This is an optimization exercise on Yosys and OpenROAD, whose aim is small area, not a production implementation.
RTL that was checked went through simulation tests only; none was proved equivalent to the original.
The RTL of runs 4 to 9 was laid out without a check of its function.
In runs 4 to 9 the design's own scripts or RTL, not TritonCTS, make the clock network.
The flow treats the clock pin as an ideal source. Dropping or thinning the clock tree relies on that and would not hold on a real chip.
Power is estimated from default activity; no workload was simulated.

<file path="design/flow/config.mk">
export PLATFORM = sky130hd
export DESIGN_NAME = top
export DESIGN_NICKNAME = top
export VERILOG_FILES = /design/flow/design.v
export SDC_FILE = /design/flow/constraint.sdc
export NUM_CORES = 4
export LEC_CHECK = 0
export CAP_MARGIN = 20
export CORE_MARGIN = 2
export CORE_UTILIZATION = 80
export CTS_BUF_LIST = sky130_fd_sc_hd__clkbuf_4
export CTS_CLUSTER_DIAMETER = 100
export CTS_CLUSTER_SIZE = 30
export PLACE_DENSITY = 0.88
export SLEW_MARGIN = 20
</file>
<file path="design/flow/constraint.sdc">
create_clock -name core_clock -period 20.0 [get_ports {clk}]
set_input_delay 4.0000 -clock core_clock [delete_from_list [all_inputs] [get_ports {clk}]]
set_output_delay 4.0000 -clock core_clock [all_outputs]
set_load 0.01 [all_outputs]
</file>
<file path="design/flow/design.v">
module top(
    input clk,
    input rst,
    input dht_data,
    output tx,
    output led_red,
    output led_green,
    output led_blue
);
    reg [8:0] q;
    reg [8:0] b;
    reg [9:0] cap;       
    reg       red, blue;
    reg       valid;
    wire q_fb  = q[3] ^ q[8];
    wire tick  = (q == 9'b011110001);
    wire samp  = (q == 9'b001111000);
    wire last  = b[8] & (&b[4:0]);                
    wire done  = tick & last;                     
    wire shift = samp & (b[8:3] == 6'b100000);    
    wire clear = ~b[8] & b[7];                    
    wire [1:0] ch = cap[9:8];
    wire [3:0] ct = cap[7:4];
    wire [3:0] co = cap[3:0];
    function [3:0] adj(input [3:0] d);
        reg a3;
        begin
            a3 = d[3] | (d[2] & (d[1] | d[0]));
            adj = {a3,
                   (d[3] & d[0]) | (d[2] & ~d[1] & ~d[0]),
                   (d[1] & (~d[2] | d[0])) | (d[3] & ~d[0]),
                   d[0] ^ a3};
        end
    endfunction
    wire [3:0] oa = adj(co);
    wire [3:0] ta = adj(ct);
    wire [8:0] q_nx;
    assign q_nx[0] = tick ? (last ? 1'b1 : 1'b0) : q_fb;
    assign q_nx[1] = q[0];
    assign q_nx[2] = q[1];
    assign q_nx[3] = q[2];
    assign q_nx[4] = tick ? (last ? 1'b0 : 1'b1) : q[3];
    assign q_nx[5] = q[4];
    assign q_nx[6] = q[5];
    assign q_nx[7] = tick ? (last ? 1'b1 : 1'b0) : q[6];
    assign q_nx[8] = q[7];
    always @(posedge clk or posedge rst) begin
        if (rst) begin
            q <= 9'b111100011;
            b <= 9'd12;
            red <= 1'b0;
            blue <= 1'b1;
            valid <= 1'b0;
        end else begin
            q <= q_nx;
            if (tick)
                b <= last ? 9'd12 : b + 9'd1;
            if (done) begin
                red <= (|ch) | ct[3] | ct[2] | (ct[1] & ct[0] & (|co));
                blue <= ~((|ch) | ct[3] | ct[2] | ct[1]);
                valid <= 1'b1;
            end
        end
    end
    always @(posedge clk) begin
        if (shift)
            cap <= {cap[8], ta, oa, dht_data};
        else if (clear)
            cap <= 10'd0;
    end
    assign led_red   = red;
    assign led_blue  = blue;
    assign led_green = ~red & ~blue;
    reg [10:0] p;
    reg [3:0]  s;
    reg [1:0]  c;
    reg [9:0]  v;       
    wire p_fb = p[8] ^ p[10];
    wire pt  = (p == 11'b10000001001);
    wire s9  = &s;
    wire c3  = &c;
    wire eom = pt & s9 & c3;
    wire [10:0] p_nx;
    assign p_nx[0] = p_fb;
    assign p_nx[1] = p[0];
    assign p_nx[2] = pt ? (s9 ? (c3 ? 1'b0 : 1'b1) : 1'b1) : p[1];
    assign p_nx[3] = pt ? (s9 ? (c3 ? 1'b0 : 1'b0) : 1'b1) : p[2];
    assign p_nx[4] = pt ? (s9 ? (c3 ? 1'b0 : 1'b0) : 1'b0) : p[3];
    assign p_nx[5] = p[4];
    assign p_nx[6] = p[5];
    assign p_nx[7] = p[6];
    assign p_nx[8] = p[7];
    assign p_nx[9] = pt ? (s9 ? (c3 ? 1'b1 : 1'b0) : 1'b0) : p[8];
    assign p_nx[10] = pt ? (s9 ? (c3 ? 1'b1 : 1'b1) : 1'b0) : p[9];
    always @(posedge clk or posedge rst) begin
        if (rst) begin
            p <= 11'b01111111010;
            s <= 4'd15;
            c <= 2'd0;
        end else begin
            p <= p_nx;
            if (pt) begin
                s <= s9 ? 4'd6 : s + 4'd1;
                if (s9)
                    c <= c + 2'd1;
            end
        end
    end
    wire fresh = done | (~b[8] & ~b[7]);    
    always @(posedge clk) begin
        if (eom & fresh)
            v <= cap;
    end
    wire [1:0] k = s[1:0];    
    reg dbit;
    always @(*) begin
        case (c)
            2'd0: dbit = ~k[1] & v[{3'b100, k[0]}];
            2'd1: dbit = v[{2'b01, k}];
            2'd2: dbit = v[{2'b00, k}];
            default: dbit = k[0];
        endcase
    end
    assign tx = ~valid | (s == 4'd6) |
                ((s[3:2] == 2'b10) & dbit) |
                ((s[3:1] == 3'b110) & ~c3);
endmodule
</file>
<file path="design/flow/flow/run.sh">
#!/bin/bash
# Own layout flow: the standard flow (standard.sh) with two changes:
#  - synthesis maps with an area-oriented ABC script (flow/area.abc) instead
#    of ORFS's speed script; everything else in synthesis is the standard flow's;
#  - ports are buffered with the smallest buffer (buf_1).
# Each tool's output stays in orfs/logs/; make's output goes to flow.log.
set -euo pipefail
W=$(pwd)
sed 's|^  log_cmd abc {\*}\$abc_args$|  log_cmd abc -script '"$W"'/flow/area.abc {*}[lrange $abc_args 2 end]|' \
    "$FLOW_HOME/scripts/synth.tcl" > "$W/synth_area.tcl"
grep -q "flow/area.abc" "$W/synth_area.tcl"
sed 's|^source \$::env(SCRIPTS_DIR)/synth.tcl$|source '"$W"'/synth_area.tcl|' synth_recipe.tcl > "$W/synth_top.tcl"
grep -q "synth_area.tcl" "$W/synth_top.tcl"
sed -e 's|SYNTH_SCRIPT=[^ ]*|SYNTH_SCRIPT='"$W"'/synth_top.tcl "BUFFER_PORTS_ARGS=-buffer_cell sky130_fd_sc_hd__buf_1"|' \
    standard.sh > "$W/my_standard.sh"
grep -q "synth_top.tcl" "$W/my_standard.sh"
bash "$W/my_standard.sh" > "$W/flow.log" 2>&1
</file>
<file path="design/flow/flow/area.abc">
strash
ifraig
scorr
dc2
strash
&get -n
&dch -f
&nf -a
&put
</file>
<file path="design/flow/standard.sh">
#!/bin/bash
# synth_recipe.tcl (not shown) runs the flow's synth.tcl, then flattens the netlist and writes it again
# the make line also repeats each setting of config.mk as NAME=value (left out here)
make -C /OpenROAD-flow-scripts/flow DESIGN_CONFIG=/design/flow/config.mk WORK_HOME=/design/flow/orfs CLKGATE_MAP_FILE= SYNTH_SCRIPT=/design/flow/synth_recipe.tcl "${@:-finish}"
</file>
==> results.cfg, run 1 <==
[routing]
drc = 0
drt-total-wl_um = 4504
vias_per_cell = 6.258
detail_route.wl_per_cell_um = 17.32
postRouteAntennaNets = 0
drt_pass1_iterations = 5
vias = 1627
first_iter_violations = 191

[placement]
dp_cells = 244
io_buffers = 6
finalWeightedCongestion = 0.8317
hpwlAfterDp_um = 3035

[worst_hold_path]
hp-class = reg2reg
hold_end = p[6]
whs_path_depth = 0
min-delay-start = p[5]

[critical_path]
end_kind = output pin
criticalPathCategory = reg2out
crit_path_max_fanout = 9
rr_startpoint = q[7]
r2r_cells = 5
crit_required_ns = 16.00
start_kind = flop
r2r_slack_ns = 17.46
worstPathArrival_ns = 2.31
rr_endpoint = v[2]

[clock_tree]
numCtsBuffers = 9
cts_max_level = 3
clock_sinks = 58
post-cts-setup-buffer-count = 0
cts_resized = 0
cts_max_path_buffers = 2
clk_latency_ns = 0.38
clk_pin_slew_ns = 0.10
cts.hold.buffers_added = 0
cts_tree = yes
clockRootBuffer = clkbuf_4

[synthesis]
synth_top_family_by_area = simple AND/OR/NAND/NOR gates
synthTopCellsByArea = edfxtp_1 24%, dfstp_2 22%, dfrtp_1 17%
syn-num-nets = 213
synth_area_leader_cell = edfxtp_1
ys_types = 37
synth_seq_area_share_pct = 64.24
synthFlopType = dfstp_2
synth.most_common_cell = dfstp_2
yosysWarnings = 1
synth-edff-count = 20
synthAdderAreaFrac_pct = 3.566
synthCells = 203
synth-xor-area-share_pct = 1.783
syn_area_um2 = 2456
ys_top_cells_by_count = 21 x dfstp_2, 20 x edfxtp_1, 17 x dfrtp_1, 17 x nand2_1, 15 x o21ai_0
synth_async_sr_flop_share_pct = 65.52
ys_ff_latch = 58
muxShareOfSynthArea_pct = 1.834
synth_top_area_share_pct = 24.45
synth_compound_area_share_pct = 9.679
synth.avg_cell_area_um2 = 12.10
synth-simple-area-share_pct = 16.91

[cells_and_area]
fin_cells = 260
nFillCells = 138
area_growth_pct = 8.558
final_nets = 232
diodes = 0
drive_gt1_share_pct = 18.06

[global_routing]
grt_max_degree = 39
grt_overflow = 0
antenna_found_initial = 0
grt_pass1_vias = 1559
grt_pass1_wl_um = 7562
grt_usage_pct = 30.87

[die]
fp.coreArea_um2 = 2978
fp.dieW_um = 59.41
start_util_pct = 82.48
dieArea_um2 = 3530
ios = 7
rows = 20
die_y_um = 59.41

[sta]
timing_hold_violations_final = 0
clock_skew_ns = 0.02064
report.final.slew_viol_count = 0
setup_viol = 0
finalCritPeriodShare_pct = 31.56
worst_slew_pin_slew_ns = 0.4919
rsz0062_at_grt = no
relSlewSlack_pct = 66.90
holdWs_ns = 0.3725
max_freq_mhz = 158.4
setup_tns_ns = 0
fin_crit_ns = 6.312

[outcome]
status = complete, no violations

[power_and_ir_drop]
p_leak_nw = 1.030
p_per_area_nw_per_um2 = 76.57
ir_drop_mv = 0.05217
power_mw = 0.2042

[flow_run]
maxCapViolCount = 0
[cell usage in the layout (no fill, tap or decap), types with 2 or more instances in the layout]
master and instances:
a21o_1 2, a21oi_1 13, and3_1 5, buf_1 6
buf_4 2, clkbuf_4 10, clkinv_1 13, clkinv_2 4
dfrtp_1 17, dfstp_2 21, edfxtp_1 20, ha_1 7
mux4_2 2, nand2_1 17, nand2b_1 2, nand3_1 5
nand4_1 4, nor2_1 14, nor2b_1 7, nor3_1 7
nor3b_1 3, nor4_1 3, nor4b_1 2, o21a_1 2
o21ai_0 15, or2_0 4, xnor2_1 3, xor2_1 2
[final cells by class]
cell class | count | area [um^2] | area share [%]
clock buffers | 10 | 75.07 | 2.816
clock inverters | 6 | 56.30 | 2.112
inverters | 13 | 48.80 | 1.830
multi-input cells | 132 | 829.5 | 31.11
flip-flops and latches | 58 | 1578 | 59.17
well taps | 33 | 41.29 | 1.549
repair buffers | 8 | 37.54 | 1.408
[layer usage]
layer / global-route usage (%) / part of all wire (%)
met1: 39.78 / 42
met2: 48.51 / 51
met3: 9.607 / 4.2
met4: 13.64 / 2.5
met5: 0 / 0
[state kept, by name, indices dropped and copies added, names as in the netlist]
signal,flops
v,10
cap,10
s,4
red,1
valid,1
q,9
p,11
c,2
blue,1
b,9
[metrics by stage]
step	utilization (%)	worst slack [ns]	cell area, um^2
2_1_floorplan	-	14.25	2456
4_1_cts	89.54	13.67	2666
3_3_place_gp	85.13	14.12	2535
6_report	89.54	13.69	2666
5_1_grt	89.54	13.55	2666
3_5_place_dp	85.13	14.09	2535
[power breakdown]
part,internal [mW],switching (mW)
logic,0.000249,0.00148
clock network,0.0388,0.0413
registers,0.122,0
total,0.161,0.0428
[critical path, stage by stage (launching register included)]
cell and delay, ns:
dfstp_2 0.65, mux4_2 0.51, o21ai_0 0.15, a21oi_1 0.06, o311ai_0 0.33, nand3_1 0.11, buf_1 0.14
[how the worst max path moves through the flow]
stage	endpoint	depth (start not counted)	slack, ns	start
floorplan	tx	5	14.25	s[0]
global placement	tx	6	14.12	s[0]
detailed placement	tx	6	14.09	s[0]
CTS	tx	6	13.67	s[0]
global route	tx	6	13.55	s[0]
finish	tx	6	13.69	s[0]
[kinds of logic (layout without fill, tap and decap cells)]
kind of cell               count (synthesis)  after routing
AOI/OAI and AO/OA                         40             40
xor gates and xnor gates                   5              5
adders and majority gates                  7              7
buffers and inverters                     13             37
DFF                                       58             58
muxes                                      2              2
and+or+nand+nor                           78             78
==> inputs of run 2 (changes only) <==
--- a/design/flow/config.mk
+++ b/design/flow/config.mk
@@ -9,3 +9,3 @@
 export CORE_MARGIN = 2
-export CORE_UTILIZATION = 80
+export CORE_UTILIZATION = 65
 export CTS_BUF_LIST = sky130_fd_sc_hd__clkbuf_4
@@ -13,3 +13,3 @@
 export CTS_CLUSTER_SIZE = 30
-export PLACE_DENSITY = 0.88
+export PLACE_DENSITY = 0.75
 export SLEW_MARGIN = 20
==> results.cfg, run 2 <==
[clock_tree]
cts_max_path_buffers = 2
clk_pin_slew_ns = 0.08
cts_tree = yes
clk_latency_ns = 0.38
clock_sinks = 58
numCtsBuffers = 9
clockRootBuffer = clkbuf_4
cts.hold.buffers_added = 0
cts_resized = 0
cts_max_level = 3
post-cts-setup-buffer-count = 0

[critical_path]
criticalPathCategory = reg2out
crit_path_max_fanout = 9
rr_endpoint = v[2]
crit_required_ns = 16.00
worstPathArrival_ns = 2.39
r2r_cells = 5
r2r_slack_ns = 17.56
rr_startpoint = q[7]
end_kind = output pin
start_kind = flop

[global_routing]
grt_pass1_wl_um = 7251
grt_max_degree = 39
grt_overflow = 0
grt_pass1_vias = 1565
antenna_found_initial = 0
grt_usage_pct = 23.38

[die]
die_y_um = 65.47
dieArea_um2 = 4286
fp.dieW_um = 65.47
ios = 7
rows = 22
fp.coreArea_um2 = 3633
start_util_pct = 67.60

[cells_and_area]
seqCellArea_um2 = 1578
regMostFlops = p
largestRegisters = p x11, cap x10, v x10
fin_util_pct = 73.93
final_common_cell = dfstp_2
nFillCells = 261
diodes = 0
largest_reg_flops = 11
area_growth_pct = 9.374
mostFrequentLayoutCells = 21 x dfstp_2, 20 x edfxtp_1, 17 x nand2_1, 17 x dfrtp_1
multi_input_area_um2 = 829.5
final_nets = 232
drive_gt1_share_pct = 17.18

[sta]
relSlewSlack_pct = 68.76
setup_tns_ns = 0
max_freq_mhz = 156.5
rsz0062_at_grt = no
timing_hold_violations_final = 0
worst_slew_pin_slew_ns = 0.4672
report.final.slew_viol_count = 0
clock_skew_ns = 0.01083
setup_viol = 0
fin_crit_ns = 6.388
finalCritPeriodShare_pct = 31.94

[placement]
hpwlAfterDp_um = 2888
io_buffers = 6
finalWeightedCongestion = 0.7839

[synthesis]
synth_async_sr_flop_share_pct = 65.52
syn_area_um2 = 2456
synth_seq_area_share_pct = 64.24
synth.most_common_cell = dfstp_2
ys_types = 37
synthFlopType = dfstp_2
synth.avg_cell_area_um2 = 12.10
synth_top_area_share_pct = 24.45
synth_area_leader_cell = edfxtp_1
synth-edff-count = 20
yosysWarnings = 1
ys_ff_latch = 58
synthTopCellsByArea = edfxtp_1 24%, dfstp_2 22%, dfrtp_1 17%
synthCells = 203
ys_top_cells_by_count = 21 x dfstp_2, 20 x edfxtp_1, 17 x dfrtp_1, 17 x nand2_1, 15 x o21ai_0
syn-num-nets = 213

[outcome]
status = complete, no violations

[worst_hold_path]
min-delay-start = p[6]
hp-class = reg2reg
hold_end = p[7]
whs_path_depth = 0

[flow_run]
maxCapViolCount = 0

[routing]
vias = 1598
detail_route.wl_per_cell_um = 15.09
vias_per_cell = 5.811
postRouteAntennaNets = 0
drc = 0
drt-total-wl_um = 4151
drt_pass1_iterations = 4
first_iter_violations = 80

[power_and_ir_drop]
ir_drop_mv = 0.04230
p_leak_nw = 1.026
p_per_area_nw_per_um2 = 75.88
-- run 2: worst max path at each step --
| stage | start | endpoint | slack [ns] | depth (start not counted) |
|---|---|---|---|---|
| after floorplan | s[0] | tx | 14.25 | 5 |
| after global placement | s[0] | tx | 14.11 | 6 |
| after detailed placement | s[0] | tx | 14.00 | 6 |
| after CTS | s[0] | tx | 13.57 | 6 |
| after global routing | s[0] | tx | 13.42 | 6 |
| final | s[0] | tx | 13.61 | 6 |
-- run 2: worst max-delay path, cell delays in order, from the launching register on --
cell	delay (ns)
dfstp_2	0.64
mux4_2	0.51
o21ai_0	0.16
a21oi_1	0.06
o311ai_0	0.39
nand3_1	0.12
buf_1	0.14
-- run 2: final cells by class --
type / instances / share of cell area [%]
Multi-Input combinational cell: 132 / 30.88
Sequential cell: 58 / 58.73
Tap cell: 48 / 2.236
Clock inverter: 4 / 1.584
Timing Repair Buffer: 8 / 1.397
Inverter: 13 / 1.816
Clock buffer: 12 / 3.354
-- run 2: cell families (layout without fill, tap and decap cells) --
group / count (synthesis) / after routing / synth area share, %
compound gates: 40 / 40 / 9.679
xor+xnor: 5 / 5 / 1.783
fa+ha+maj: 7 / 7 / 3.566
buf+inv: 13 / 37 / 1.987
flops: 58 / 58 / 64.24
mux: 2 / 2 / 1.834
simple gates: 78 / 78 / 16.91
-- run 2: routing by layer --
| metal | GRT usage [%] | wire length (um) |
|---|---|---|
| met5 | 0 | 0 |
| met1 | 30.68 | 1870 |
| met3 | 6.678 | 152 |
| met2 | 37.12 | 2053 |
| met4 | 9.375 | 74 |
-- run 2: power by group --
group	total (mW)	internal, mW	switching (mW)	leakage (nW)
Combinational	0.00175	0.000250	0.00150	0.365
Sequential	0.122	0.122	0	0.584
Clock	0.0798	0.0414	0.0383	0.0764
Total	0.204	0.164	0.0398	1.03
-- run 2: metrics by stage --
stage / instances / area, um^2 / total power, mW / hold WS [ns] / setup WS (ns)
floorplan: 203 / 2456 / 0.1258 / 0.3466 / 14.25
global placement: 259 / 2554 / 0.1264 / 0.3522 / 14.11
detailed placement: 259 / 2554 / 0.1265 / 0.3571 / 14.00
CTS: 275 / 2686 / 0.2060 / 0.3726 / 13.57
global route: 275 / 2686 / 0.2113 / 0.3804 / 13.42
finish: 275 / 2686 / 0.2038 / 0.3740 / 13.61
==> inputs of run 3 (changes only) <==
--- a/design/flow/config.mk
+++ b/design/flow/config.mk
@@ -9,3 +9,3 @@
 export CORE_MARGIN = 2
-export CORE_UTILIZATION = 65
+export CORE_UTILIZATION = 40
 export CTS_BUF_LIST = sky130_fd_sc_hd__clkbuf_4
@@ -13,3 +13,2 @@
 export CTS_CLUSTER_SIZE = 30
-export PLACE_DENSITY = 0.75
 export SLEW_MARGIN = 20
==> results.cfg, run 3 <==
[outcome]
status = complete, no violations

[synthesis]
synth_area_leader_cell = edfxtp_1
synth.avg_cell_area_um2 = 12.10
synth.most_common_cell = dfstp_2
ys_types = 37
syn_area_um2 = 2456
ys_ff_latch = 58
synthFlopType = dfstp_2
synth_top_area_share_pct = 24.45
synth-edff-count = 20
syn-num-nets = 213
synthCells = 203
synthTopCellsByArea = edfxtp_1 24%, dfstp_2 22%, dfrtp_1 17%
synth_async_sr_flop_share_pct = 65.52
synth_seq_area_share_pct = 64.24
ys_top_cells_by_count = 21 x dfstp_2, 20 x edfxtp_1, 17 x dfrtp_1, 17 x nand2_1, 15 x o21ai_0
yosysWarnings = 1

[critical_path]
crit_path_max_fanout = 9
worstPathArrival_ns = 2.36
end_kind = output pin
crit_required_ns = 16.00
start_kind = flop
criticalPathCategory = reg2out

[placement]
io_buffers = 6
placed_cell_area_um2 = 2587
dp_slack_ns = 14.05
hpwlAfterDp_um = 2825
finalWeightedCongestion = 0.8228

[routing]
first_iter_violations = 66
vias = 1544
drt_pass1_iterations = 4
vias_per_cell = 5.113
detail_route.wl_per_cell_um = 13.57
postRouteAntennaNets = 0
drt-total-wl_um = 4097
drc = 0

[die]
fp.dieW_um = 82.36
start_util_pct = 41.48
fp.coreArea_um2 = 5921
dieArea_um2 = 6783
ios = 7
rows = 28
die_y_um = 82.36

[global_routing]
grt_pass1_wl_um = 6962
grt_max_degree = 39
antenna_found_initial = 0
grt_pass1_vias = 1455
grt_overflow = 0
grt_usage_pct = 14.27

[sta]
fin_ws_ns = 13.64
relSlewSlack_pct = 67.99
fin_crit_ns = 6.357
finalCritPeriodShare_pct = 31.79
setup_tns_ns = 0
max_freq_mhz = 157.3
clock_skew_ns = 0.01205
report.final.slew_viol_count = 0
setup_viol = 0
holdWs_ns = 0.3544
rsz0062_at_grt = no
worst_slew_pin_slew_ns = 0.4757
timing_hold_violations_final = 0

[clock_tree]
clockRootBuffer = clkbuf_4
cts_resized = 0
clk_pin_slew_ns = 0.10
cts.hold.buffers_added = 0
post-cts-setup-buffer-count = 0
numCtsBuffers = 9
clock_sinks = 58
cts_tree = yes
cts_max_path_buffers = 2
cts_max_level = 3
clk_latency_ns = 0.39

[cells_and_area]
final_common_cell = dfstp_2
final_area_um2 = 2691
regMostFlops = p
largestRegisters = p x11, cap x10, v x10
largest_reg_flops = 11
drive_gt1_share_pct = 16.74
area_growth_pct = 9.577
mostFrequentLayoutCells = 21 x dfstp_2, 20 x edfxtp_1, 17 x nand2_1, 17 x dfrtp_1, 16 x clkinv_1
diodes = 0
final_nets = 232

[power_and_ir_drop]
clockPowerShare_pct = 34.7
pwr-share-comb_pct = 0.9
p_leak_nw = 1.013
ir_drop_mv = 0.03348
p_per_area_nw_per_um2 = 70.57
p_switching_mw = 0.04059
netSwitchingFraction_pct = 21.37
intPower_mw = 0.1493
pwr-share-seq_pct = 64.4

[worst_hold_path]
hp-class = reg2reg

[flow_run]
maxCapViolCount = 0
## run 3: routing by layer
layer | GRT usage [%] | up-vias | part of all wire (%)
li1 | - | 783 | -
met1 | 17.52 | 740 | 50
met2 | 21.69 | 15 | 45
met3 | 6.522 | 6 | 3.1
met4 | 6.000 | 0 | 1.7
met5 | 0 | - | 0
## run 3: metrics by stage
stage,utilization (%),power [mW],std cells
after floorplan,-,0.1258,203
after global placement,43.70,0.1265,286
after detailed placement,43.70,0.1265,286
after CTS,45.46,0.1932,302
after global routing,45.46,0.2003,302
final,45.46,0.1899,302
## run 3: power groups by stage
stage | sequential [mW] | clock, mW | combinational (mW)
finish | 0.122 | 0.0659 | 0.00176
global placement | 0.125 | 0 | 0.00186
detailed placement | 0.125 | 0 | 0.00190
floorplan | 0.125 | 0 | 0.00114
global route | 0.122 | 0.0758 | 0.00217
CTS | 0.122 | 0.0690 | 0.00191
## run 3: final cells by class
class | instances | area, um^2
fill | 555 | 3229
sequential | 58 | 1578
multi-input combinational | 132 | 829.5
tap | 75 | 93.84
clock buffer | 11 | 82.58
inverter | 13 | 48.80
timing repair buffer | 8 | 37.54
clock inverter | 5 | 21.27
## run 3: worst paths after layout
path	from	to	slack, ns	cells after the start
setup / recovery	s[0]	tx	13.64	6
hold / removal	p[6]	p[7]	0.35	0
hold reg to reg	p[6]	p[7]	0.35	0
min in group asynchronous	rst	p[2]	3.68	3
max in group asynchronous	rst	b[3]	15.96	3
setup reg to reg	q[7]	v[0]	17.52	5
## run 3: logic make-up (layout without fill, tap and decap cells)
| group | count (synthesis) | after routing | synth area share (%) |
|---|---|---|---|
| DFF | 58 | 58 | 64.24 |
| and+or+nand+nor | 78 | 78 | 16.91 |
| muxes | 2 | 2 | 1.834 |
| AOI/OAI and AO/OA | 40 | 40 | 9.679 |
| xor gates and xnor gates | 5 | 5 | 1.783 |
| buffers and inverters | 13 | 37 | 1.987 |
| adders and majority gates | 7 | 7 | 3.566 |
## run 3: worst max-delay path: stages (launching register included)
cell and delay, ns:
dfstp_2 0.64, mux4_2 0.51, o21ai_0 0.15, a21oi_1 0.05, o311ai_0 0.36, nand3_1 0.12
buf_1 0.14
==> inputs of run 4 (changes only) <==
--- a/design/flow/design.v
+++ b/design/flow/design.v
@@ -9,3 +9,4 @@
 );
-    reg [8:0] q;
+    reg [8:0] q_r;
+    wire [8:0] q = q_r;
     reg [8:0] b;
@@ -13,3 +14,3 @@
     reg       red, blue;
-    reg       valid;
+    wire      valid = ~(red & blue);
     wire q_fb  = q[3] ^ q[8];
@@ -48,9 +49,8 @@
         if (rst) begin
-            q <= 9'b111100011;
+            q_r <= 9'b111100011;
             b <= 9'd12;
-            red <= 1'b0;
+            red <= 1'b1;
             blue <= 1'b1;
-            valid <= 1'b0;
         end else begin
-            q <= q_nx;
+            q_r <= q_nx;
             if (tick)
@@ -60,3 +60,2 @@
                 blue <= ~((|ch) | ct[3] | ct[2] | ct[1]);
-                valid <= 1'b1;
             end
@@ -70,7 +69,9 @@
     end
-    assign led_red   = red;
+    assign led_red   = red & ~blue;
     assign led_blue  = blue;
     assign led_green = ~red & ~blue;
-    reg [10:0] p;
-    reg [3:0]  s;
+    reg [10:0] p_r;
+    wire [10:0] p = p_r;
+    reg [3:0]  s_r;
+    wire [3:0] s = s_r;
     reg [1:0]  c;
@@ -94,11 +95,12 @@
     assign p_nx[10] = pt ? (s9 ? (c3 ? 1'b1 : 1'b1) : 1'b0) : p[9];
+    wire [3:0] s_nx = s9 ? 4'd6 : s + 4'd1;
     always @(posedge clk or posedge rst) begin
         if (rst) begin
-            p <= 11'b01111111010;
-            s <= 4'd15;
+            p_r <= 11'b01111111010;
+            s_r <= 4'd15;
             c <= 2'd0;
         end else begin
-            p <= p_nx;
+            p_r <= p_nx;
             if (pt) begin
-                s <= s9 ? 4'd6 : s + 4'd1;
+                s_r <= s_nx;
                 if (s9)
==> design/flow/flow/run.sh (replaced) <==
#!/bin/bash
# Own layout flow: the standard flow (standard.sh) with three changes:
#  - synthesis maps with an area-oriented ABC script (flow/area.abc) instead
#    of ORFS's speed script; everything else in synthesis is the standard flow's;
#  - ports are buffered with the smallest buffer (buf_1);
#  - CTS builds a one-level clock tree (flow/clock_tree.tcl) in place of
#    TritonCTS's H-tree; the rest of ORFS's cts.tcl (hold repair etc.) runs.
# Each tool's output stays in orfs/logs/; make's output goes to flow.log.
set -euo pipefail
W=$(pwd)
# ORFS scripts, with cts.tcl calling flow/clock_tree.tcl
rm -rf "$W/scripts"; cp -r "$FLOW_HOME/scripts" "$W/scripts"
sed -i 's|^log_cmd clock_tree_synthesis {\*}\$cts_args$|source '"$W"'/flow/clock_tree.tcl|' "$W/scripts/cts.tcl"
grep -q "flow/clock_tree.tcl" "$W/scripts/cts.tcl"
sed -i 's|^  log_cmd abc {\*}\$abc_args$|  log_cmd abc -script '"$W"'/flow/area.abc {*}[lrange $abc_args 2 end]|' "$W/scripts/synth.tcl"
grep -q "flow/area.abc" "$W/scripts/synth.tcl"
sed -e 's|SYNTH_SCRIPT=[^ ]*|SYNTH_SCRIPT='"$W"'/synth_recipe.tcl SCRIPTS_DIR='"$W"'/scripts CLOCK_BUF=sky130_fd_sc_hd__clkbuf_8 CLOCK_GROUPS=4 "BUFFER_PORTS_ARGS=-buffer_cell sky130_fd_sc_hd__buf_1"|' \
    standard.sh > "$W/my_standard.sh"
grep -q "SCRIPTS_DIR=" "$W/my_standard.sh"
bash "$W/my_standard.sh" > "$W/flow.log" 2>&1
==> design/flow/flow/clock_tree.tcl (new file) <==
# Replaces clock_tree_synthesis in ORFS's cts.tcl: the clock sinks are split
# into CLOCK_GROUPS groups by position (each split halves the largest group
# across its wider side) and each group is driven by one CLOCK_BUF buffer at
# the group's centroid. The clock port drives only these buffers, so every
# register sees one buffer between the port and its clock pin.
proc my_clock_buffers { buf ng } {
  set block [ord::get_db_block]
  set net [$block findNet clk]
  set sinks {}
  foreach it [$net getITerms] {
    set inst [$it getInst]
    set loc [$inst getLocation]
    lappend sinks [list [lindex $loc 0] [lindex $loc 1] [$inst getName]/[[$it getMTerm] getName]]
  }
  set groups [list $sinks]
  while {[llength $groups] < $ng} {
    set gi 0; set best -1
    for {set i 0} {$i < [llength $groups]} {incr i} {
      if {[llength [lindex $groups $i]] > $best} { set best [llength [lindex $groups $i]]; set gi $i }
    }
    set g [lindex $groups $gi]
    set xs [lmap s $g {lindex $s 0}]; set ys [lmap s $g {lindex $s 1}]
    set wx [expr [tcl::mathfunc::max {*}$xs] - [tcl::mathfunc::min {*}$xs]]
    set wy [expr [tcl::mathfunc::max {*}$ys] - [tcl::mathfunc::min {*}$ys]]
    set k [expr {$wx >= $wy ? 0 : 1}]
    set g [lsort -integer -index $k $g]
    set h [expr [llength $g] / 2]
    set groups [lreplace $groups $gi $gi [lrange $g 0 [expr $h - 1]] [lrange $g $h end]]
  }
  set i 0
  foreach g $groups {
    set sx 0; set sy 0; set pins {}
    foreach s $g { set sx [expr $sx + [lindex $s 0]]; set sy [expr $sy + [lindex $s 1]]; lappend pins [get_pins [lindex $s 2]] }
    set x [expr $sx / [llength $g] / 1000.0]; set y [expr $sy / [llength $g] / 1000.0]
    insert_buffer -buffer_cell $buf -net clk -load_pins $pins -location [list $x $y] -buffer_name clkbuf_g$i -net_name clk_g$i
    puts "clock group $i: [llength $g] sinks, $buf at $x $y"
    incr i
  }
}
my_clock_buffers $::env(CLOCK_BUF) $::env(CLOCK_GROUPS)
set_propagated_clock [all_clocks]
--- a/design/flow/config.mk
+++ b/design/flow/config.mk
@@ -10,5 +10,2 @@
 export CORE_UTILIZATION = 40
-export CTS_BUF_LIST = sky130_fd_sc_hd__clkbuf_4
-export CTS_CLUSTER_DIAMETER = 100
-export CTS_CLUSTER_SIZE = 30
 export SLEW_MARGIN = 20
==> results.cfg, run 4 <==
[outcome]
status = complete, no violations

[global_routing]
grt_usage_pct = 12.74
antenna_found_initial = 0
grt_pass1_vias = 1466
grt_overflow = 0
grt_max_degree = 38
grt_pass1_wl_um = 6920

[power_and_ir_drop]
ir_drop_mv = 0.04276
p_leak_nw = 1.007
p_per_area_nw_per_um2 = 62.98

[sta]
max_freq_mhz = 165.3
fin_crit_ns = 6.049
clock_skew_ns = 0.005808
report.final.slew_viol_count = 0
worst_slew_pin_slew_ns = 0.4503
rsz0062_at_grt = no
timing_hold_violations_final = 0
setup_tns_ns = 0
setup_viol = 0
finalCritPeriodShare_pct = 30.24
holdWs_ns = 0.3777
relSlewSlack_pct = 69.89

[cells_and_area]
diodes = 0
area_growth_pct = 8.177
drive_gt1_share_pct = 14.95
largest_reg_flops = 11
seqCellArea_um2 = 1554
final_area_um2 = 2665
largestRegisters = p_r x11, cap x10, v x10
regMostFlops = p_r
final_common_cell = dfstp_2
mostFrequentLayoutCells = 22 x dfstp_2, 20 x edfxtp_1, 16 x nor2_1, 15 x dfrtp_1, 14 x a21oi_1
nFillCells = 551
multi_input_area_um2 = 864.6
final_nets = 226

[routing]
drt-total-wl_um = 4015
drt_pass1_iterations = 4
vias_per_cell = 5.187
postRouteAntennaNets = 0
first_iter_violations = 109
detail_route.wl_per_cell_um = 13.89
vias = 1499
drc = 0

[die]
die_y_um = 82.48
rows = 28
fp.coreArea_um2 = 5921
dieArea_um2 = 6803
ios = 7
start_util_pct = 41.61
fp.dieW_um = 82.48

[synthesis]
syn_area_um2 = 2464
ys_ff_latch = 57
synth-edff-count = 20
ys_types = 39
synth_area_leader_cell = edfxtp_1
synthCells = 200
synth.most_common_cell = dfstp_2
ys_top_cells_by_count = 22 x dfstp_2, 20 x edfxtp_1, 16 x nor2_1, 15 x dfrtp_1, 14 x a21oi_1
synthFlopType = dfstp_2
synth_top_area_share_pct = 24.38
synth_seq_area_share_pct = 63.08
synth_async_sr_flop_share_pct = 64.91
synthTopCellsByArea = edfxtp_1 24%, dfstp_2 23%, dfrtp_1 15%
synth.avg_cell_area_um2 = 12.32
syn-num-nets = 210
yosysWarnings = 1

[critical_path]
crit_path_max_fanout = 8
crit_required_ns = 16.00
worstPathArrival_ns = 2.05
end_kind = output pin
r2r_slack_ns = 17.41
criticalPathCategory = reg2out
start_kind = flop

[clock_tree]
clk_latency_ns = 0.15
cts_resized = 0
cts.hold.buffers_added = 0
post-cts-setup-buffer-count = 0
clk_pin_slew_ns = 0.09

[worst_hold_path]
hp-class = reg2reg

[flow_run]
maxCapViolCount = 0

[placement]
hpwlAfterDp_um = 2866
io_buffers = 6
placed_cell_area_um2 = 2610
finalWeightedCongestion = 0.7474
==> run 4: cell types whose count changed in the layout (fill, tap and decap cells not counted), sizes merged, moves of 3 or more <==
cell,delta
clkbuf,-7
nor2b,-3
o21ai,-4
clkinv,-6
mux2,+4
nand2,-6
==> run 4: layout make-up, without the clock buffers <==
| cell class | count | share of cell area [%] |
|---|---|---|
| tap | 75 | 3.521 |
| timing repair buffer | 10 | 1.972 |
| inverter | 12 | 1.690 |
| sequential | 57 | 58.31 |
| multi-input combinational | 131 | 32.44 |
==> run 4: report_power, final <==
group          switching, mW  total, mW  internal (mW)
registers                  0      0.120          0.120
logic                0.00145    0.00170       0.000250
clock network         0.0274     0.0458         0.0184
==> run 4: routing by layer <==
layer	track usage [%]	wire [um]	vias to the layer above
li1	-	-	770
met1	18.72	1989	710
met2	21.29	1864	15
met3	1.196	117	4
met4	1.333	44	0
met5	0	0	-
==> run 4: metrics by stage <==
| step | cells | power [mW] | util (%) | worst slack, ns |
|---|---|---|---|---|
| 4_1_cts | 289 | 0.1703 | 45.01 | 13.92 |
| 2_1_floorplan | 200 | 0.1237 | - | 14.23 |
| 5_1_grt | 289 | 0.1740 | 45.01 | 13.75 |
| 3_5_place_dp | 285 | 0.1244 | 44.08 | 14.10 |
| 3_3_place_gp | 285 | 0.1244 | 44.08 | 14.12 |
| 6_report | 289 | 0.1678 | 45.01 | 13.95 |
==> run 4: cell families (layout without fill, tap and decap cells) <==
group | after synthesis | count (layout) | share of synthesized area, %
XOR/XNOR | 4 | 4 | 1.422
AO/OA/AOI/OAI | 38 | 38 | 9.345
AND/OR/NAND/NOR | 76 | 76 | 17.12
flip-flops | 57 | 57 | 63.08
multiplexers | 6 | 6 | 3.656
buffers and inverters | 12 | 26 | 1.828
adder cells (fa/ha/maj) | 7 | 7 | 3.555
==> run 4: critical path, stage by stage (launching register included) <==
cell,delay [ns]
dfstp_2,0.62
mux4_2,0.50
o21ai_0,0.15
a21oi_1,0.05
o311ai_0,0.26
o311ai_0,0.17
buf_1,0.15
==> run 4: path summary, 6_finish.rpt <==
kind | from | to | depth (start not counted)
max | s_r[0] | tx | 6
min | p_r[7] | p_r[8] | 0
max reg2reg | q_r[6] | v[5] | 5
min reg2reg | p_r[7] | p_r[8] | 0
max in group asynchronous | rst | p_r[4] | 3
min in group asynchronous | rst | q_r[2] | 3
==> inputs of run 5 (changes only) <==
--- a/design/flow/config.mk
+++ b/design/flow/config.mk
@@ -7,5 +7,5 @@
 export LEC_CHECK = 0
-export CAP_MARGIN = 20
+export CAP_MARGIN = 0
 export CORE_MARGIN = 2
 export CORE_UTILIZATION = 40
-export SLEW_MARGIN = 20
+export SLEW_MARGIN = 0
==> results.cfg, run 5 <==
[clock_tree]
cts.hold.buffers_added = 0
post-cts-setup-buffer-count = 0
clk_latency_ns = 0.15
clk_pin_slew_ns = 0.09
cts_resized = 0

[cells_and_area]
regMostFlops = p_r
area_growth_pct = 8.177
fin_util_pct = 45.01
drive_gt1_share_pct = 14.95
final_nets = 226
largest_reg_flops = 11
largestRegisters = p_r x11, cap x10, v x10
fin_cells = 289
diodes = 0
mostFrequentLayoutCells = 22 x dfstp_2, 20 x edfxtp_1, 16 x nor2_1, 15 x dfrtp_1, 14 x a21oi_1
final_common_cell = dfstp_2

[global_routing]
grt_max_degree = 38
grt_overflow = 0
antenna_found_initial = 0
grt_pass1_vias = 1466
grt_pass1_wl_um = 6920
grt_usage_pct = 12.74

[routing]
vias_per_cell = 5.187
drt_pass1_iterations = 4
detail_route.wl_per_cell_um = 13.89
drt-total-wl_um = 4015
drc = 0
vias = 1499
first_iter_violations = 109
postRouteAntennaNets = 0

[synthesis]
synth.most_common_cell = dfstp_2
synth-edff-count = 20
ys_types = 39
synth.avg_cell_area_um2 = 12.32
ys_ff_latch = 57
synthCells = 200
syn_area_um2 = 2464
yosysWarnings = 1
synth_area_leader_cell = edfxtp_1
ys_top_cells_by_count = 22 x dfstp_2, 20 x edfxtp_1, 16 x nor2_1, 15 x dfrtp_1, 14 x a21oi_1
synth_top_area_share_pct = 24.38
synth_async_sr_flop_share_pct = 64.91
synth_seq_area_share_pct = 63.08
syn-num-nets = 210
synthFlopType = dfstp_2
synthTopCellsByArea = edfxtp_1 24%, dfstp_2 23%, dfrtp_1 15%

[power_and_ir_drop]
p_leak_nw = 1.007
ir_drop_mv = 0.04276
p_per_area_nw_per_um2 = 62.98
power_mw = 0.1678

[critical_path]
worstPathArrival_ns = 2.05
start_kind = flop
end_kind = output pin
crit_path_max_fanout = 8
r2r_cells = 5
r2r_slack_ns = 17.41
criticalPathCategory = reg2out
crit_required_ns = 16.00

[placement]
dp_slack_ns = 14.10
finalWeightedCongestion = 0.7474
io_buffers = 6
hpwlAfterDp_um = 2866
dp_cells = 285

[die]
dieArea_um2 = 6803
fp.coreArea_um2 = 5921
fp.dieW_um = 82.48
ios = 7
rows = 28
die_y_um = 82.48
start_util_pct = 41.61

[sta]
timing_hold_violations_final = 0
report.final.slew_viol_count = 0
max_freq_mhz = 165.3
setup_tns_ns = 0
setup_viol = 0
clock_skew_ns = 0.005808
fin_crit_ns = 6.049
finalCritPeriodShare_pct = 30.24
relSlewSlack_pct = 69.89
fin_ws_ns = 13.95
worst_slew_pin_slew_ns = 0.4503
rsz0062_at_grt = no

[flow_run]
maxCapViolCount = 0

[worst_hold_path]
whs_path_depth = 0
hp-class = reg2reg

[outcome]
status = complete, no violations
run 5: cell counts after synthesis:
No cell type changed its count.
run 5: cells by family (layout without fill, tap and decap cells):
group | Yosys count | in the layout | synth area share, %
adder cells (fa/ha/maj) | 7 | 7 | 3.555
AO/OA/AOI/OAI | 38 | 38 | 9.345
XOR/XNOR | 4 | 4 | 1.422
buffers and inverters | 12 | 26 | 1.828
multiplexers | 6 | 6 | 3.656
flip-flops | 57 | 57 | 63.08
AND/OR/NAND/NOR | 76 | 76 | 17.12
run 5: path summary, 6_finish.rpt:
path,from,to
min in group asynchronous,rst,q_r[2]
hold / removal,p_r[7],p_r[8]
setup reg to reg,q_r[6],v[5]
setup / recovery,s_r[0],tx
max in group asynchronous,rst,p_r[4]
hold reg to reg,p_r[7],p_r[8]
run 5: final cells by class, without the clock buffers:
| cell class | instances | area [um^2] |
|---|---|---|
| Fill cell | 551 | 3256 |
| Multi-Input combinational cell | 131 | 864.6 |
| Timing Repair Buffer | 10 | 52.55 |
| Sequential cell | 57 | 1554 |
| Tap cell | 75 | 93.84 |
| Inverter | 12 | 45.04 |
run 5: stage by stage:
step	hold WS, ns	cell area [um^2]
after global routing	0.3864	2665
after detailed placement	0.3664	2610
final	0.3777	2665
after CTS	0.3805	2665
after global placement	0.3642	2610
after floorplan	0.3584	2464
run 5: worst max-delay path, cell delays in order (launching register included):
cell      delay (ns)
dfstp_2         0.62
mux4_2          0.50
o21ai_0         0.15
a21oi_1         0.05
o311ai_0        0.26
o311ai_0        0.17
buf_1           0.15
run 5: per-layer routing:
| layer | vias to the layer above | wire, um | GRT usage, % |
|---|---|---|---|
| met5 | - | 0 | 0 |
| met4 | 0 | 44 | 1.333 |
| met3 | 4 | 117 | 1.196 |
| met2 | 15 | 1864 | 21.29 |
| met1 | 710 | 1989 | 18.72 |
| li1 | 770 | - | - |
run 5: power breakdown:
part	internal, mW	switching (mW)	total [mW]
clock	0.0184	0.0274	0.0458
combinational	0.000250	0.00145	0.00170
sequential	0.120	0	0.120
==> inputs of run 6 (changes only) <==
--- a/design/flow/config.mk
+++ b/design/flow/config.mk
@@ -9,3 +9,4 @@
 export CORE_MARGIN = 2
-export CORE_UTILIZATION = 40
+export CORE_UTILIZATION = 60
+export PLACE_DENSITY = 0.7
 export SLEW_MARGIN = 0
==> results.cfg, run 6 <==
[outcome]
status = complete, no violations

[clock_tree]
cts.hold.buffers_added = 0
clk_pin_slew_ns = 0.08
post-cts-setup-buffer-count = 0
cts_resized = 0
clk_latency_ns = 0.14

[cells_and_area]
mostFrequentLayoutCells = 22 x dfstp_2, 20 x edfxtp_1, 16 x nor2_1, 15 x dfrtp_1, 14 x a21oi_1
fin_cells = 264
final_nets = 226
regMostFlops = p_r
largestRegisters = p_r x11, cap x10, v x10
area_growth_pct = 6.907
final_common_cell = dfstp_2
diodes = 0
drive_gt1_share_pct = 14.95
largest_reg_flops = 11
nFillCells = 310

[critical_path]
crit_end = tx
start_kind = flop
worstPathArrival_ns = 2.09
r2r_slack_ns = 17.45
end_kind = output pin
rr_startpoint = q_r[6]
r2r_cells = 5
criticalPathCategory = reg2out
crit_path_max_fanout = 8
crit_required_ns = 16.00
rr_endpoint = v[6]
cp-startpoint = s_r[0]

[placement]
hpwlAfterDp_um = 2895
finalWeightedCongestion = 0.8357
dp_cells = 260
dp_slack_ns = 14.05
io_buffers = 6

[global_routing]
grt_usage_pct = 17.96
grt_overflow = 0
grt_max_degree = 38
grt_pass1_wl_um = 6506
grt_pass1_vias = 1394
antenna_found_initial = 0

[sta]
holdWs_ns = 0.3786
fin_crit_ns = 6.088
finalCritPeriodShare_pct = 30.44
worst_slew_pin_slew_ns = 0.4549
clock_skew_ns = 0.004244
fin_ws_ns = 13.91
timing_hold_violations_final = 0
rsz0062_at_grt = no
setup_viol = 0
setup_tns_ns = 0
report.final.slew_viol_count = 0
relSlewSlack_pct = 69.68
max_freq_mhz = 164.3

[die]
ios = 7
start_util_pct = 62.04
rows = 23
die_y_um = 68.08
fp.dieW_um = 68.08
fp.coreArea_um2 = 3971
dieArea_um2 = 4635

[worst_hold_path]
hp-class = reg2reg

[synthesis]
ys_ff_latch = 57
synth_top_area_share_pct = 24.38
synth.avg_cell_area_um2 = 12.32
synth_async_sr_flop_share_pct = 64.91
synthFlopType = dfstp_2
ys_top_cells_by_count = 22 x dfstp_2, 20 x edfxtp_1, 16 x nor2_1, 15 x dfrtp_1, 14 x a21oi_1
syn_area_um2 = 2464
synthTopCellsByArea = edfxtp_1 24%, dfstp_2 23%, dfrtp_1 15%
synth_area_leader_cell = edfxtp_1
synth_seq_area_share_pct = 63.08
ys_types = 39
synth-edff-count = 20
syn-num-nets = 210
synthCells = 200
synth.most_common_cell = dfstp_2
yosysWarnings = 1

[routing]
vias_per_cell = 5.799
first_iter_violations = 68
drt-total-wl_um = 3884
drt_pass1_iterations = 4
postRouteAntennaNets = 0
drc = 0
vias = 1531
detail_route.wl_per_cell_um = 14.71

[power_and_ir_drop]
p_per_area_nw_per_um2 = 63.34
power_mw = 0.1668
ir_drop_mv = 0.05209
p_leak_nw = 1.007

[flow_run]
maxCapViolCount = 0
run 6: cell counts after synthesis:
Identical to the previous run, type by type.
run 6: critical path, stage by stage, from the launching register on:
cell	delay, ns
dfstp_2	0.62
mux4_2	0.51
o21ai_0	0.16
a21oi_1	0.05
o311ai_0	0.27
o311ai_0	0.18
buf_1	0.15
run 6: metrics by stage:
stage,utilization [%],area [um^2]
2_1_floorplan,-,2464
3_3_place_gp,64.93,2579
3_5_place_dp,64.93,2579
4_1_cts,66.32,2634
5_1_grt,66.32,2634
6_report,66.32,2634
run 6: logic make-up (layout without fill, tap and decap cells):
| kind of cell | Yosys count | in the layout | share of synthesized area, % |
|---|---|---|---|
| multiplexers | 6 | 6 | 3.656 |
| adder cells (fa/ha/maj) | 7 | 7 | 3.555 |
| flip-flops | 57 | 57 | 63.08 |
| AND/OR/NAND/NOR | 76 | 76 | 17.12 |
| XOR/XNOR | 4 | 4 | 1.422 |
| buffers and inverters | 12 | 26 | 1.828 |
| AO/OA/AOI/OAI | 38 | 38 | 9.345 |
run 6: where the power goes:
| group | switching [mW] | leakage [nW] | internal, mW |
|---|---|---|---|
| Combinational | 0.00147 | 0.411 | 0.000250 |
| Clock | 0.0264 | 0.0288 | 0.0184 |
| Sequential | 0 | 0.567 | 0.120 |
run 6: layer usage:
metal | share of wire, % | global-route usage [%] | vias to the layer above | routed length (um)
li1 | - | - | 762 | -
met1 | 48 | 26.32 | 750 | 1881
met2 | 48 | 30.83 | 17 | 1878
met3 | 2.6 | 0.8224 | 2 | 102
met4 | 0.57 | 2.500 | 0 | 22
met5 | 0 | 0 | - | 0
run 6: layout make-up, without the clock buffers:
class                      count  area, um^2  share of cell area [%]
multi-input combinational    131       864.6                   32.83
inverter                      12       45.04                   1.710
tap                           50       62.56                   2.375
timing repair buffer          10       52.55                   1.995
sequential                    57        1554                   59.00
run 6: worst min-delay path by stage:
stage / start / depth (start not counted) / to / slack (ns)
3_5_place_dp: p_r[7] / 0 / p_r[8] / 0.37
4_1_cts: p_r[5] / 0 / p_r[6] / 0.38
5_1_grt: p_r[5] / 0 / p_r[6] / 0.39
2_1_floorplan: p_r[7] / 0 / p_r[8] / 0.36
3_3_place_gp: p_r[6] / 0 / p_r[7] / 0.36
6_report: p_r[5] / 0 / p_r[6] / 0.38
==> inputs of run 7 (changes only) <==
--- a/design/flow/config.mk
+++ b/design/flow/config.mk
@@ -9,4 +9,5 @@
 export CORE_MARGIN = 2
-export CORE_UTILIZATION = 60
-export PLACE_DENSITY = 0.7
+export CORE_UTILIZATION = 40
+export GPL_ROUTABILITY_DRIVEN = 0
+export GPL_TIMING_DRIVEN = 0
 export SLEW_MARGIN = 0
==> results.cfg, run 7 <==
[synthesis]
synth.most_common_cell = dfstp_2
synthFlopType = dfstp_2
ys_ff_latch = 57
synth-edff-count = 20
synth_area_leader_cell = edfxtp_1
synth_seq_area_share_pct = 63.08
synth.avg_cell_area_um2 = 12.32
synth_top_area_share_pct = 24.38
syn-num-nets = 210
syn_area_um2 = 2464
yosysWarnings = 1
ys_top_cells_by_count = 22 x dfstp_2, 20 x edfxtp_1, 16 x nor2_1, 15 x dfrtp_1, 14 x a21oi_1
synthCells = 200
synth_async_sr_flop_share_pct = 64.91
ys_types = 39
synthTopCellsByArea = edfxtp_1 24%, dfstp_2 23%, dfrtp_1 15%

[placement]
io_buffers = 6
hpwlAfterDp_um = 2812

[power_and_ir_drop]
clockPowerShare_pct = 27.5
intPower_mw = 0.1389
pwr-share-comb_pct = 0.9
p_per_area_nw_per_um2 = 63.65
p_switching_mw = 0.02924
netSwitchingFraction_pct = 17.39
pwr-share-seq_pct = 71.6
ir_drop_mv = 0.02880
p_leak_nw = 0.9887

[cells_and_area]
largestRegisters = p_r x11, cap x10, v x10
regMostFlops = p_r
final_nets = 222
nFillCells = 563
final_common_cell = dfstp_2
largest_reg_flops = 11
diodes = 0
mostFrequentLayoutCells = 22 x dfstp_2, 20 x edfxtp_1, 16 x nor2_1, 15 x dfrtp_1, 14 x a21oi_1
drive_gt1_share_pct = 14.29
area_growth_pct = 7.212

[die]
fp.coreArea_um2 = 5921
fp.dieW_um = 82.48
die_y_um = 82.48
rows = 28
ios = 7
dieArea_um2 = 6803
start_util_pct = 41.61

[clock_tree]
cts.hold.buffers_added = 0
post-cts-setup-buffer-count = 0
clk_pin_slew_ns = 0.09
clk_latency_ns = 0.15
cts_resized = 0

[sta]
setup_tns_ns = 0
max_freq_mhz = 164.0
setup_viol = 0
holdWs_ns = 0.3695
relSlewSlack_pct = 41.53
clock_skew_ns = 0.005866
timing_hold_violations_final = 0
worst_slew_pin_slew_ns = 0.8690
fin_crit_ns = 6.096
finalCritPeriodShare_pct = 30.48
report.final.slew_viol_count = 0
rsz0062_at_grt = no

[routing]
first_iter_violations = 87
drt_pass1_iterations = 4
detail_route.wl_per_cell_um = 13.96
drt-total-wl_um = 3980
drc = 0
vias_per_cell = 5.211
postRouteAntennaNets = 0
vias = 1485

[critical_path]
rr_endpoint = v[0]
worstPathArrival_ns = 2.10
r2r_slack_ns = 17.41
path_cells = mux4_2 > o21ai_0 > a21oi_1 > o311ai_0 > o311ai_0 > buf_1
cp_slowest_cell = dfstp_2
cp-startpoint = s_r[0]
criticalPathCategory = reg2out
crit_end = tx
rr_startpoint = q_r[6]
end_kind = output pin
crit_top_cell = o311ai_0
max_stage_delay_ns = 0.63
r2r_cells = 5
crit_path_max_fanout = 8
start_kind = flop
crit_required_ns = 16.00

[global_routing]
grt_pass1_wl_um = 6934
grt_max_degree = 38
grt_usage_pct = 12.60
grt_overflow = 0
grt_pass1_vias = 1488
antenna_found_initial = 0

[outcome]
status = complete, no violations

[worst_hold_path]
hp-class = reg2reg

[flow_run]
maxCapViolCount = 0
==> run 7: kinds of logic after synthesis <==
family	share of synthesized area, %
AOI/OAI and AO/OA	9.345
xor gates and xnor gates	1.422
adders and majority gates	3.555
buffers and inverters	1.828
and+or+nand+nor	17.12
muxes	3.656
DFF	63.08
==> run 7: metrics by stage <==
step | instance area [um^2] | utilization [%] | power [mW] | std cells | setup slack [ns]
after floorplan | 2464 | - | 0.1237 | 200 | 14.23
after global placement | 2580 | 43.58 | 0.1242 | 281 | 14.06
after detailed placement | 2580 | 43.58 | 0.1243 | 281 | 14.04
after CTS | 2635 | 44.51 | 0.1699 | 285 | 13.86
after global routing | 2641 | 44.61 | 0.1747 | 285 | 13.77
final | 2641 | 44.61 | 0.1681 | 285 | 13.90
==> run 7: per-layer routing <==
metal  GRT usage, %  vias to the layer above  share of wire [%]
li1               -                      751                  -
met1          18.75                      718                 52
met2          21.05                        8                 45
met3         0.7609                        8                1.6
met4          1.333                        0                1.4
met5              0                        -                  0
==> run 7: cell type report, without the clock buffers <==
type | count | area [um^2] | share of cell area (%)
multi-input combinational | 131 | 870.8 | 32.97
tap | 75 | 93.84 | 3.553
timing repair buffer | 6 | 22.52 | 0.8527
sequential | 57 | 1554 | 58.83
inverter | 12 | 45.04 | 1.705
==> run 7: power by group through the flow <==
| stage | clock (mW) | sequential, mW | combinational [mW] |
|---|---|---|---|
| 3_5_place_dp | 0 | 0.123 | 0.00170 |
| 3_3_place_gp | 0 | 0.123 | 0.00167 |
| 5_1_grt | 0.0524 | 0.120 | 0.00197 |
| 6_report | 0.0462 | 0.120 | 0.00157 |
| 2_1_floorplan | 0 | 0.123 | 0.00111 |
| 4_1_cts | 0.0479 | 0.120 | 0.00169 |
==> run 7: worst min-delay path by stage <==
stage                       from      to  slack (ns)  depth (start not counted)
after detailed placement  p_r[7]  p_r[8]        0.36                          0
after global placement    p_r[7]  p_r[8]        0.36                          0
after floorplan           p_r[7]  p_r[8]        0.36                          0
after global routing      p_r[7]  p_r[8]        0.38                          0
after CTS                 p_r[7]  p_r[8]        0.37                          0
final                     p_r[7]  p_r[8]        0.37                          0
==> run 7: critical path: cells and delay by family (launching register included) <==
family / cells / cell delay [ns]
DFF: 1 / 0.63
AOI/OAI and AO/OA: 4 / 0.66
buffers and inverters: 1 / 0.16
muxes: 1 / 0.50
==> inputs of run 8 (changes only) <==
--- a/design/flow/config.mk
+++ b/design/flow/config.mk
@@ -7,7 +7,6 @@
 export LEC_CHECK = 0
-export CAP_MARGIN = 0
+export CAP_MARGIN = 20
 export CORE_MARGIN = 2
 export CORE_UTILIZATION = 40
-export GPL_ROUTABILITY_DRIVEN = 0
 export GPL_TIMING_DRIVEN = 0
-export SLEW_MARGIN = 0
+export SLEW_MARGIN = 20
==> results.cfg, run 8 <==
[synthesis]
synth.avg_cell_area_um2 = 12.32
syn_area_um2 = 2464
synth_top_area_share_pct = 24.38
syn-num-nets = 210
synthFlopType = dfstp_2
synth-edff-count = 20
synth_async_sr_flop_share_pct = 64.91
synth_seq_area_share_pct = 63.08
synth.most_common_cell = dfstp_2
synthCells = 200
ys_ff_latch = 57
ys_types = 39
yosysWarnings = 1
synthTopCellsByArea = edfxtp_1 24%, dfstp_2 23%, dfrtp_1 15%
synth_area_leader_cell = edfxtp_1
ys_top_cells_by_count = 22 x dfstp_2, 20 x edfxtp_1, 16 x nor2_1, 15 x dfrtp_1, 14 x a21oi_1

[global_routing]
grt_usage_pct = 12.55
grt_pass1_wl_um = 6886
antenna_found_initial = 0
grt_pass1_vias = 1506
grt_overflow = 0
grt_max_degree = 38

[sta]
fin_crit_ns = 6.082
rsz0062_at_grt = no
max_freq_mhz = 164.4
clock_skew_ns = 0.007708
timing_hold_violations_final = 0
setup_viol = 0
relSlewSlack_pct = 42.08
worst_slew_pin_slew_ns = 0.8631
report.final.slew_viol_count = 0
finalCritPeriodShare_pct = 30.41
setup_tns_ns = 0

[clock_tree]
clk_latency_ns = 0.15
post-cts-setup-buffer-count = 0
cts.hold.buffers_added = 0
clk_pin_slew_ns = 0.09
cts_resized = 0

[critical_path]
end_kind = output pin
crit_required_ns = 16.00
crit_path_max_fanout = 8
r2r_cells = 4
crit_end = tx
criticalPathCategory = reg2out
start_kind = flop
cp-startpoint = s_r[0]
r2r_slack_ns = 17.43
worstPathArrival_ns = 2.08
rr_startpoint = q_r[6]
rr_endpoint = cap[3]

[cells_and_area]
area_growth_pct = 7.262
largestRegisters = p_r x11, cap x10, v x10
mostFrequentLayoutCells = 22 x dfstp_2, 20 x edfxtp_1, 16 x nor2_1, 15 x dfrtp_1, 14 x a21oi_1
diodes = 0
regMostFlops = p_r
final_common_cell = dfstp_2
largest_reg_flops = 11
final_area_um2 = 2643
final_nets = 222
drive_gt1_share_pct = 14.29

[die]
start_util_pct = 41.61
rows = 28
die_y_um = 82.48
ios = 7
dieArea_um2 = 6803
fp.dieW_um = 82.48
fp.coreArea_um2 = 5921

[flow_run]
maxCapViolCount = 0

[routing]
vias_per_cell = 5.239
vias = 1493
detail_route.wl_per_cell_um = 13.89
first_iter_violations = 86
drc = 0
drt_pass1_iterations = 4
drt-total-wl_um = 3958
postRouteAntennaNets = 0

[placement]
hpwlAfterDp_um = 2804
placed_cell_area_um2 = 2587
finalWeightedCongestion = 0.7127
io_buffers = 6

[outcome]
status = complete, no violations

[power_and_ir_drop]
ir_drop_mv = 0.03748
p_per_area_nw_per_um2 = 63.79
p_leak_nw = 0.9883

[worst_hold_path]
hp-class = reg2reg
min-delay-start = p_r[7]
-- run 8: cell families after synthesis --
family | count (synthesis) | synth area share (%)
AOI/OAI and AO/OA | 38 | 9.345
xor gates and xnor gates | 4 | 1.422
adders and majority gates | 7 | 3.555
buffers and inverters | 12 | 1.828
DFF | 57 | 63.08
muxes | 6 | 3.656
and+or+nand+nor | 76 | 17.12
-- run 8: layout make-up, without the clock buffers --
type	count	area (um^2)
Fill cell	555	3278
Inverter	12	46.29
Multi-Input combinational cell	131	870.8
Sequential cell	57	1554
Tap cell	75	93.84
Timing Repair Buffer	6	22.52
-- run 8: worst max-delay path, stage by stage, from the launching register on --
cell	delay [ns]
dfstp_2	0.64
mux4_2	0.50
o21ai_0	0.15
a21oi_1	0.06
o311ai_0	0.26
o311ai_0	0.17
buf_1	0.16
-- run 8: worst min path at each step --
stage | endpoint | depth (start not counted)
after CTS | p_r[8] | 0
after floorplan | p_r[8] | 0
after detailed placement | p_r[8] | 0
after global placement | p_r[8] | 0
after global routing | p_r[8] | 0
final | p_r[8] | 0
-- run 8: metal layers --
layer / up-vias / global-route usage [%] / share of wire, %
met5: - / 0 / 0
met4: 0 / 1.667 / 1.6
met3: 6 / 0.7609 / 1.7
met2: 8 / 20.97 / 46
met1: 726 / 18.54 / 51
li1: 753 / - / -
-- run 8: metrics by stage --
step | hold WS, ns | power [mW] | std cells | worst slack [ns] | util, %
after global routing | 0.3855 | 0.1742 | 285 | 13.79 | 44.63
after detailed placement | 0.3635 | 0.1243 | 281 | 14.06 | 43.70
after CTS | 0.3723 | 0.1698 | 285 | 13.88 | 44.63
final | 0.3689 | 0.1686 | 285 | 13.92 | 44.63
after floorplan | 0.3584 | 0.1237 | 200 | 14.23 | -
after global placement | 0.3628 | 0.1242 | 281 | 14.06 | 43.58
-- run 8: power breakdown --
group / internal, mW / switching (mW)
Clock: 0.0184 / 0.0282
Combinational: 0.000130 / 0.00144
Sequential: 0.120 / 0
Total: 0.139 / 0.0297
==> inputs of run 9 (changes only) <==
==> design/flow/flow/area.abc (replaced) <==
strash
ifraig
scorr
dc2
strash
&get -n
&deepsyn -T 20
&dch -f
&nf -a
&put
==> results.cfg, run 9 <==
[outcome]
status = complete, no violations

[placement]
finalWeightedCongestion = 0.7885
hpwlAfterDp_um = 2621
io_buffers = 6
dp_cells = 277
dp_slack_ns = 13.91
placed_cell_area_um2 = 2530

[clock_tree]
post-cts-setup-buffer-count = 0
cts_resized = 0
cts.hold.buffers_added = 0
clk_latency_ns = 0.15
clk_pin_slew_ns = 0.09

[critical_path]
start_kind = flop
r2r_cells = 5
path_cells = mux4_2 > mux2_1 > a211o_1 > o2111ai_1 > nand3_1 > buf_1
max_stage_delay_ns = 0.66
end_kind = output pin
crit_required_ns = 16.00
crit_path_max_fanout = 9
path_depth = 6
cp_slowest_cell = dfstp_2
critPathTopFamily = multiplexers
path_buf_inv = 1
worstPathArrival_ns = 2.25
criticalPathCategory = reg2out

[cells_and_area]
largestRegisters = p_r x11, cap x10, v x10
mostFrequentLayoutCells = 22 x dfstp_2, 20 x edfxtp_1, 18 x nor2_1, 17 x a21oi_1, 15 x dfrtp_1
seqCellArea_um2 = 1554
fin_util_pct = 43.92
final_common_cell = dfstp_2
fin_cells = 281
multi_input_area_um2 = 805.8
largest_reg_flops = 11
regMostFlops = p_r
drive_gt1_share_pct = 14.08
final_nets = 218
final_area_um2 = 2585
area_growth_pct = 7.158
nFillCells = 557
diodes = 0

[sta]
holdWs_ns = 0.3694
rsz0062_at_grt = no
setup_tns_ns = 0
fin_crit_ns = 6.246
timing_hold_violations_final = 0
clock_skew_ns = 0.003543
relSlewSlack_pct = 38.87
setup_viol = 0
finalCritPeriodShare_pct = 31.23
worst_slew_pin_slew_ns = 0.9109
fin_ws_ns = 13.75
max_freq_mhz = 160.1
report.final.slew_viol_count = 0

[global_routing]
grt_overflow = 0
grt_pass1_wl_um = 6589
grt_max_degree = 38
antenna_found_initial = 0
grt_usage_pct = 12.18
grt_pass1_vias = 1450

[routing]
first_iter_violations = 51
drt-total-wl_um = 3765
detail_route.wl_per_cell_um = 13.40
postRouteAntennaNets = 0
vias_per_cell = 5.085
drc = 0
vias = 1429
drt_pass1_iterations = 5

[die]
dieArea_um2 = 6668
die_y_um = 81.66
ios = 7
rows = 28
start_util_pct = 40.99
fp.coreArea_um2 = 5886
fp.dieW_um = 81.66

[synthesis]
synth.most_common_cell = dfstp_2
ys_top_cells_by_count = 22 x dfstp_2, 20 x edfxtp_1, 18 x nor2_1, 17 x a21oi_1, 15 x dfrtp_1
synth_top_area_share_pct = 24.90
yosysWarnings = 1
synth-edff-count = 20
synthFlopType = dfstp_2
synthCells = 196
ys_ff_latch = 57
synth_seq_area_share_pct = 64.42
syn_area_um2 = 2412
syn-num-nets = 206
synth_async_sr_flop_share_pct = 64.91
ys_types = 40
synthTopCellsByArea = edfxtp_1 25%, dfstp_2 24%, dfrtp_1 16%
synth.avg_cell_area_um2 = 12.31
synth_area_leader_cell = edfxtp_1

[worst_hold_path]
hp-class = reg2reg
whs_path_depth = 0

[power_and_ir_drop]
power_mw = 0.1686
p_leak_nw = 0.9629
p_per_area_nw_per_um2 = 65.24
ir_drop_mv = 0.03439

[flow_run]
maxCapViolCount = 0
-- run 9: changes by cell type in the layout (fill, tap and decap cells not counted), moves of 3 or more --
cell / before / now
a21oi_1: 14 / 17
mux2_1: 4 / 1
mux2i_1: 0 / 4
nand3_1: 7 / 4
nor4_1: 4 / 1
-- run 9: routing by layer --
metal  up-vias  track usage (%)  wire [um]
met5         -                0          0
met4         0            1.167         45
met3         4            1.319        110
met2        18            21.31       1736
met1       688            17.07       1873
li1        719                -          -
-- run 9: worst reg2reg max path, stage by stage, from the launching register on --
cell and delay, ns:
dfstp_2 0.53, nor4b_1 0.25, and3_1 0.41, nand4_1 0.42, or2_0 0.41, nor2_1 0.62
-- run 9: cells by family after synthesis --
logic type | synth area share [%]
DFF | 64.42
AOI/OAI and AO/OA | 9.492
xor gates and xnor gates | 1.453
muxes | 3.994
buffers and inverters | 2.178
and+or+nand+nor | 14.83
adders and majority gates | 3.631
-- run 9: final cells by class, without the clock buffers --
class / count / area share, %
multi-input combinational: 125 / 31.17
sequential: 57 / 60.12
tap: 75 / 3.630
timing repair buffer: 6 / 0.8712
inverter: 14 / 2.081
-- run 9: path summary, 6_finish.rpt --
kind	startpoint	endpoint	slack, ns
worst max-delay path	s_r[0]	tx	13.75
max in group asynchronous	rst	b[7]	15.73
min in group asynchronous	rst	p_r[2]	3.88
worst min register to register	q_r[5]	q_r[6]	0.37
worst min-delay path	q_r[5]	q_r[6]	0.37
worst max register to register	p_r[3]	v[5]	16.99
-- run 9: report_power, final --
group / internal (mW) / total, mW / switching [mW]
clock network: 0.0184 / 0.0467 / 0.0283
logic: 0.000131 / 0.00159 / 0.00146
registers: 0.120 / 0.120 / 0

## afterwards: timing with drivers on the ports
Ports are ideal in the flow. The routed layouts listed here were re-timed in OpenROAD.
Step 1 sets driving cells, clkbuf_16 on the clock port and buf_2 on the other inputs (assumed; they add their load-dependent delay and slew).
Step 2, shift: input delay + t, output delay - t, t = (earliest + latest rising clock arrival at the registers) / 2. This alone moves slack from input paths to output paths.
Three values: no drivers, after step 1, after step 2; two values: the first two.
run | t, ns | setup WS [ns] | worst setup path at the end | latest minus earliest clock arrival (ns) | worst slew at a driven data input, ns
run 1 | 0.398 | 13.688 / 13.662 / 14.060 | register to output | 0.021 / 0.021 | 0.03
run 2 | 0.404 | 13.612 / 13.587 / 13.991 | register to output | 0.012 / 0.012 | 0.03
run 3 | 0.406 | 13.643 / 13.619 / 14.025 | register to output | 0.014 / 0.014 | 0.03
run 4 | 0.202 | 13.951 / 13.894 / 14.096 | register to output | 0.006 / 0.006 | 0.03
run 5 | 0.202 | 13.951 / 13.894 / 14.096 | register to output | 0.006 / 0.006 | 0.03
run 6 | 0.193 | 13.912 / 13.861 / 14.054 | register to output | 0.005 / 0.004 | 0.03
run 7 | 0.198 | 13.904 / 13.850 / 14.048 | register to output | 0.005 / 0.006 | 0.03
run 8 | 0.201 | 13.918 / 13.864 / 14.065 | register to output | 0.008 / 0.008 | 0.03
run 9 | 0.202 | 13.754 / 13.698 / 13.900 | register to output | 0.005 / 0.005 | 0.03
After both steps setup and hold are still met in every run listed.
